What follows belongs to an exercise in optimizing a design on an open flow for small area; a production flow would make more cautious choices. In this exercise RTL edits were held to simulation tests only and were not proved equivalent to the original. The flow treats the clock pin as an ideal source. Dropping or thinning the clock tree relies on that and would not hold on a real chip. Power and IR drop assume default switching activity.

harbor:
## poly_fir_stage1
module poly_fir_stage1 #(
    parameter int DECIMATION_FACTOR = 9,
    parameter int TAP_LEN          = 63,
    parameter int DATA_WIDTH       = 16,
    parameter int COEF_WIDTH       = 16,
    parameter int BUF_LEN          = 64
    )(
    input  logic                          clk,
    input  logic                          rst,
    input  logic                          din_valid,
    output logic                          dout_valid,
    input  logic signed [DATA_WIDTH-1:0]  din,
    output logic signed [DATA_WIDTH-1:0]  dout
    );
export LEC_CHECK = 0
export CAP_MARGIN = 20
export CORE_MARGIN = 2
export CORE_UTILIZATION = 65
export GPL_TIMING_DRIVEN = 0
export SLEW_MARGIN = 20
create_clock -name core_clock -period 10.0 [get_ports {clk}]
standard.sh (not shown) runs the stock make flow with config.mk's settings and CLKGATE_MAP_FILE= SYNTH_SCRIPT=/design/flow/synth_recipe.tcl, a recipe that flattens the netlist after the stock synthesis.
==> flow/flow/run.sh <==
#!/bin/bash
# Own layout flow: the standard flow (standard.sh) with changes that only affect how the
# layout is built:
#  - synthesis: flow/synth.tcl (the standard flow's synthesis script with an area-oriented ABC mapping;
#    same registers, names and cell types),
#  - port buffers use the smallest buffer cell,
#  - the clock tree is built by flow/cts_manual.tcl (one root buffer, nine leaf buffers over
#    equal groups of flip-flops) in place of clock_tree_synthesis,
set -euo pipefail
here=$(pwd)
export OWN_ABC_SCRIPT="$here/flow/area.abc"
export BUFFER_PORTS_ARGS="-buffer_cell sky130_fd_sc_hd__buf_1"
export PRE_CTS_TCL="$here/flow/cts_manual.tcl"
export OWN_CTS_LEAVES=9 OWN_CTS_COLS=3 OWN_CTS_CLOCK_PORT=clk
export OWN_CTS_LEAF_BUF=sky130_fd_sc_hd__clkbuf_16 OWN_CTS_ROOT_BUF=sky130_fd_sc_hd__clkbuf_4
sed "s#SYNTH_SCRIPT=[^ ]*#SYNTH_SCRIPT=$here/flow/synth.tcl#" standard.sh > own_standard.sh
bash own_standard.sh finish > make_flow.log 2>&1
Other scripts of this flow, unchanged in this note and not shown: flow/flow/area.abc, flow/flow/cts_manual.tcl, flow/flow/synth.tcl
### harbor -> maple
--- a/flow/design.v
+++ b/flow/design.v
@@ -300,45 +300,42 @@
             2'd2: term = {{7{mn[18]}}, mn, {6{neg}}};
             default: term = {{4{mn[18]}}, mn, {9{neg}}};
         endcase
     end
     localparam int UW = HW - 1;       
     logic [LW+UW:0] ring [0:6];
     wire clr  = busy & qs & (qm == 3'd4) & ~ks & (km == 2'd3) & (r == 2'd0);
     wire fin  = busy & ~qs & (qm == 3'd4) & ks & (km == 2'd3) & (r == 2'd1);
     wire role0 = ks & (km == 2'd3);
     wire [LW+UW:0] a = ring[6] & {(LW+UW+1){~clr}};
-    logic e31, e31v;
-    wire  a31 = e31v ? e31 : a[LW+UW];
+    logic ov;
+    wire  a31 = a[LW+UW] ^ ov;
     logic [LW-1:0] lsum;
     logic [LW:0]   lc;
     logic [HW-1:0] hsum;
     logic [HW:0]   hc;
     wire  [HW-1:0] ah = {a31, a[LW+UW:LW+1]};
     assign lc[0] = neg;
     assign hc[0] = a[LW];
     generate
         for (gi = 0; gi < LW; gi++) begin : g_lo
             assign lsum[gi] = a[gi] ^ term[gi] ^ lc[gi];
             assign lc[gi+1] = (a[gi] & term[gi]) | (a[gi] & lc[gi]) | (term[gi] & lc[gi]);
         end
         for (gi = 0; gi < HW; gi++) begin : g_hi
             assign hsum[gi] = ah[gi] ^ term[LW+gi] ^ hc[gi];
             assign hc[gi+1] = (ah[gi] & term[LW+gi]) | (ah[gi] & hc[gi]) | (term[LW+gi] & hc[gi]);
         end
     endgenerate
     always_ff @(posedge clk) begin
         ring[0] <= {hsum[UW-1:0], lc[LW], lsum};
         for (int i = 1; i < 7; i++) ring[i] <= ring[i-1];
-        if (role0) e31 <= hsum[HW-1];
-        if (blk_end) e31v <= 1'b0;
-        else if (role0) e31v <= 1'b1;
+        if (blk_end) ov <= 1'b0;
+        else if (role0) ov <= hsum[HW-1] ^ hsum[HW-2];
     end
     always_ff @(posedge clk) begin
         if (rst) dout_valid <= 1'b0;
         else dout_valid <= fin;
     end
     wire [30:0] acc = {ring[0][LW+UW:LW+1], ring[0][LW-1:0]};
-    wire [1:0] top = {e31, acc[30]};
-    assign dout = (top == 2'b01) ? 16'sh7fff :
-                  (top == 2'b10) ? 16'sh8000 : acc[30:15];
+    assign dout = ov ? {~acc[30], {15{acc[30]}}} : acc[30:15];
 endmodule
[summary]
Looking at harbor and maple, the adder-cell share of the synthesized area is a wash.
Taking harbor as the reference, in maple minimum period implied by the final worst setup slack -5.0 ps; multi-input combinational cell area shrank by about 1%; part of the cycle the worst path needs about even.
Re fill cell instance count of the final layout: harbor was lower than maple.
In every run of this note, the design's own scripts or RTL, not TritonCTS, make the clock network.

* * *

Another version of the RTL of poly_fir_stage1 (not shown whole).
Size: roughly 0.0085 sq mm of cells after synthesis.
export LEC_CHECK = 0
export CAP_MARGIN = 20
export CORE_MARGIN = 2
export CORE_UTILIZATION = 65
export GPL_TIMING_DRIVEN = 0
export SLEW_MARGIN = 20
create_clock -name core_clock -period 10.0 [get_ports {clk}]
==> flow/flow/run.sh <==
#!/bin/bash
# Own layout flow: the standard flow (standard.sh) with changes that only affect how the
# layout is built:
#  - synthesis: flow/synth.tcl (the standard flow's synthesis script with an area-oriented ABC mapping;
#    same registers, names and cell types),
#  - port buffers use the smallest buffer cell,
#  - the clock tree is built by flow/cts_manual.tcl (one root buffer, nine leaf buffers over
#    equal groups of flip-flops) in place of clock_tree_synthesis,
set -euo pipefail
here=$(pwd)
export OWN_ABC_SCRIPT="$here/flow/area.abc"
export BUFFER_PORTS_ARGS="-buffer_cell sky130_fd_sc_hd__buf_1"
export PRE_CTS_TCL="$here/flow/cts_manual.tcl"
export OWN_CTS_LEAVES=9 OWN_CTS_COLS=3 OWN_CTS_CLOCK_PORT=clk
export OWN_CTS_LEAF_BUF=sky130_fd_sc_hd__clkbuf_16 OWN_CTS_ROOT_BUF=sky130_fd_sc_hd__clkbuf_8
sed "s#SYNTH_SCRIPT=[^ ]*#SYNTH_SCRIPT=$here/flow/synth.tcl#" standard.sh > own_standard.sh
bash own_standard.sh finish > make_flow.log 2>&1
Other scripts of this flow, unchanged in this note and not shown: flow/flow/area.abc, flow/flow/cts_manual.tcl, flow/flow/synth.tcl
Rerun with:
--- a/flow/design.v
+++ b/flow/design.v
@@ -79,16 +79,21 @@
             end else begin
                 if (km == 2'd3) ks_n = 1'b1;
                 else km_n = km + 2'd1;
             end
         end
     end
     always_ff @(posedge clk) begin
-        ks <= ks_n;
-        km <= km_n;
+        if (rst) begin
+            ks <= 1'b1;
+            km <= 2'd3;
+        end else begin
+            ks <= ks_n;
+            km <= km_n;
+        end
     end
     logic [3:0] rom;
     always_comb begin
         case ({qm, ks_n ^ qs, km_n, r_n})
             8'd0: rom = 4'b0011;
             8'd1: rom = 4'b0001;
             8'd2: rom = 4'b1100;
Effect:
- The new run passed the timing, design-rule and antenna checks
- wire length climbs by roughly a tenth
- worst setup slack is worse by 0.062 ns
- utilization drops by 0.98 points
- global-route usage climbs by 2.7 points
- area after synthesis climbs slightly
- total power drops by a few percent
- cell count climbs by a few percent
- die area climbs slightly
- register-to-register slack is worse by 0.06 ns
- design area climbs slightly
- worst hold slack is worse by 0.0086 ns
- flip-flop and latch count is unchanged
No run of this note takes its clock network from TritonCTS; it comes from the design's own scripts or RTL.

port drivers added, routing unchanged:
The flow's constraints put no driver on any port. The routed layouts listed below were extracted and timed again, unchanged, in two steps. Step 1: set_driving_cell puts a clkbuf_16 on clk and a buf_2 on each other input, an assumption about the parent block. Step 2 adds t to the input delays and takes it off the output delays; t is the mean of the earliest and latest rising clock arrival at the registers after step 1. Input paths then give back, and output paths get back, about the clock's delay inside the block. a / b / c = ideal / step 1 / step 2; a / b = the first two.
| run | t, ns | setup slack, ns | latest minus earliest clock arrival (ns) | worst data-port slew with drivers (ns) |
|---|---|---|---|---|
| harbor | 0.631 | 0.343 / 0.343 / 0.343 | 0.018 / 0.019 | 0.03 |
| maple | 0.655 | 0.348 / 0.348 / 0.348 | 0.016 / 0.016 | 0.03 |
| the first run of note 2 | 0.500 | 0.373 / 0.373 / 0.373 | 0.019 / 0.019 | 0.03 |
| the second run of note 2 | 0.495 | 0.311 / 0.311 / 0.311 | 0.018 / 0.019 | 0.03 |
After both steps every run listed still meets setup and hold.
